What follows belongs to an exercise in optimizing a design on an open flow for small area; a production flow would make more cautious choices. The RTL was checked by simulation tests, not by an equivalence proof against the original design. No activity file was given, so power comes from the tool's default toggle rates.

## job 1612
==> flow/design.v (excerpt) <==
module dp_dtm
(
    input   logic   [0  : 0]    tdi,
    input   logic   [0  : 0]    tms,
    input   logic   [0  : 0]    tck,
    input   logic   [0  : 0]    trst,
    output  logic   [0  : 0]    tdo,
    output  logic   [6  : 0]    dmi_address,
    output  logic   [31 : 0]    dmi_wdata,
    input   logic   [31 : 0]    dmi_rdata,
    output  logic   [1  : 0]    dmi_op
);
    logic [3:0]  state, next_state;   
    logic        mode, mode_d;
    logic        shf, shf_d;          
    logic [4:0]  ir, ir_d;            
    logic [40:0] sr;                  
    logic [40:0] sr_d;
    logic [40:0] upd;                 
    logic        valid, valid_d;      
    logic        sr_en, upd_en;
    logic        capture, ncap, cap_dmi, cap_ndmi, cap_id, cap_dtmcs, cap_ir;
    logic        show, nmode;
    dp_ctrl ctrl
    (
        .s          ( state         ),
        .tms        ( tms           ),
        .tdi        ( tdi           ),
        .ir         ( ir            ),
        .mode       ( mode          ),
        .valid      ( valid         ),
        .shf        ( shf           ),
        .sr0        ( sr[0]         ),
        .sr9        ( sr[9]         ),
        .srt        ( sr[40:36]     ),
        .sr38       ( sr[38]        ),
        .ns         ( next_state    ),
        .mode_d     ( mode_d        ),
        .valid_d    ( valid_d       ),
        .shf_d      ( shf_d         ),
        .ir_d       ( ir_d          ),
        .sr_en      ( sr_en         ),
        .upd_en     ( upd_en        ),
        .capture    ( capture       ),
        .ncap       ( ncap          ),
        .cap_dmi    ( cap_dmi       ),
        .cap_ndmi   ( cap_ndmi      ),
        .cap_id     ( cap_id        ),
        .cap_dtmcs  ( cap_dtmcs     ),
        .cap_ir     ( cap_ir        ),
        .sr_d40     ( sr_d[40]      ),
        .sr_d37     ( sr_d[37]      ),
        .show       ( show          ),
        .nmode      ( nmode         ),
        .tdo        ( tdo           )
    );
    always_ff @(posedge tck, negedge trst)
        if (!trst) begin
            state <= 4'h0;
            mode  <= 1'b0;
            valid <= 1'b0;
            ir    <= 5'h01;
        end else begin
            state <= next_state;
            mode  <= mode_d;
            valid <= valid_d;
            ir    <= ir_d;
        end
  ...
For scale: about 78 I/O pins, about 0.0038 mm2 of cells after synthesis.
make LEC_CHECK=0 CAP_MARGIN=0 CORE_MARGIN=2 CORE_UTILIZATION=35 PLACE_DENSITY=0.5 SLEW_MARGIN=0 SYNTH_HIERARCHICAL=1 SYNTH_MINIMUM_KEEP_SIZE=0 finish   # period 10.0 ns
run.sh (not shown) runs the stock make flow with config.mk's settings and CLKGATE_MAP_FILE= SYNTH_SCRIPT=/design/flow/synth_recipe.tcl, a recipe that flattens the netlist after the stock synthesis.
Job 1612: PASS, flow complete, no timing, DRC or antenna violations
[inputs] job 5822 vs job 1612
Settings: PLACE_DENSITY: 0.5 -> 0.75; CORE_UTILIZATION: 35 -> 40.
==> comparison <==
- Summary of job 5822 over job 1612: proportion of total power due to net switching shows a reduction of 1.1 points; final cell count shows a reduction of 26.
- Between job 1612 and job 5822, the difference in final period utilization is negligible.
- Between job 1612 and job 5822, the final worst slack figures differ only marginally.
- The endpoint of the most critical setup path comes out dmi_wdata[7] in one run and dmi_wdata[21] in the other, namely in job 5822 and job 1612 respectively.
- Looking only at synthesis-to-layout area growth, and setting everything else aside, the lower value of job 1612 and job 5822 goes to job 1612.
- Higher core footprint goes to job 1612 over job 5822.
- As far as number of nets in the final layout is concerned, job 1612 and job 5822 perform about the same.
- The power in job 5822 sits 4.1% above the value recorded for job 1612.
## Diff of input files: job 1175 against job 5822
Settings: changing PLACE_DENSITY from 0.75 to 0.55.
--- outcome ---
- met2 track demand over resource on job 1175 is down relative to job 5822.
- Sequential share of layout area, job 1175 and job 5822: larger value in job 1175
- Changes observed in job 1175 relative to job 5822: post-CTS setup repair buffer count about even, global-route usage rose 0.67 points.
- When the final numbers for job 1175 and job 5822 were put side by side, the portion of total power attributed to combinational logic turned out to be smaller in job 5822.
- Compared with job 5822, job 1175 shows total power lower by about 2.5%.
- Changes observed in job 1175 relative to job 5822: achievable clock frequency rose by about 0.36%, time the worst path needs with I/O delays and setup fell by 19 ps, routed length on met3 rose by 17%.

* * *

run A:
dp_dtm again, from the RTL that the note above started with.
Settings: LEC_CHECK=0, CAP_MARGIN=0, CORE_MARGIN=2, CORE_UTILIZATION=40, PLACE_DENSITY=0.9, SLEW_MARGIN=0, SYNTH_HIERARCHICAL=1, SYNTH_MINIMUM_KEEP_SIZE=0; clock period 10.0 ns.
Run A finished end to end and its layout was clean on timing, DRC and antenna.
#### Input delta (run B over run A)
# run A
export LEC_CHECK = 0
export CAP_MARGIN = 0
export CORE_MARGIN = 2
export CORE_UTILIZATION = 40
export PLACE_DENSITY = 0.9
export SLEW_MARGIN = 0
export SYNTH_HIERARCHICAL = 1
export SYNTH_MINIMUM_KEEP_SIZE = 0
create_clock -name core_clock -period 10.0 [get_ports {tck}]
# run B
export LEC_CHECK = 0
export CAP_MARGIN = 0
export CORE_MARGIN = 2
export CORE_UTILIZATION = 40
export PLACE_DENSITY = 0.45
export SLEW_MARGIN = 0
export SYNTH_HIERARCHICAL = 1
export SYNTH_MINIMUM_KEEP_SIZE = 0
create_clock -name core_clock -period 10.0 [get_ports {tck}]
Notes after the runs:
- Result: PASS for each of run A and run B
- Register fraction of the total cell area was higher in run B than in run A.
- Compared with run A, run B shows a power that is 4.5% lower.
- On run B: layout buffer count excluding clock buffers is 3 higher than what run A gave.
- The higher total routing resource utilization after global routing came out of run B.
- Re multi-input gate share of the layout cell area: run B is 0.15 points up on run A.
What run C does differently from run B at the input level:
# run B
export LEC_CHECK = 0
export CAP_MARGIN = 0
export CORE_MARGIN = 2
export CORE_UTILIZATION = 40
export PLACE_DENSITY = 0.45
export SLEW_MARGIN = 0
export SYNTH_HIERARCHICAL = 1
export SYNTH_MINIMUM_KEEP_SIZE = 0
create_clock -name core_clock -period 10.0 [get_ports {tck}]
# run C
export LEC_CHECK = 0
export CAP_MARGIN = 0
export CORE_MARGIN = 2
export CORE_UTILIZATION = 40
export PLACE_DENSITY = 0.5
export SLEW_MARGIN = 0
export SYNTH_HIERARCHICAL = 1
export SYNTH_MINIMUM_KEEP_SIZE = 0
create_clock -name core_clock -period 10.0 [get_ports {tck}]
Results
Utilization run B -> run C: down. Of run B and run C, run B shows the higher final-layout fill cell count, with run C below it. Comparing run B and run C, the higher total net switching power is on run B. In terms of first-pass GRT wire length, run C and run B differ only marginally. Between run C and run B, it is run C whose switching power as a share of total power is lower, by 0.31 points. Changes observed in run C relative to run B: worst reg-to-reg setup slack +0.18 ns, met1 layer usage reported by global route grew by 0.66 points. Compared run C vs run B, and sequential share of cell area is up in run C. When the final numbers for run B and run C were put side by side, the worst hold slack after final layout turned out to be greater in run C.
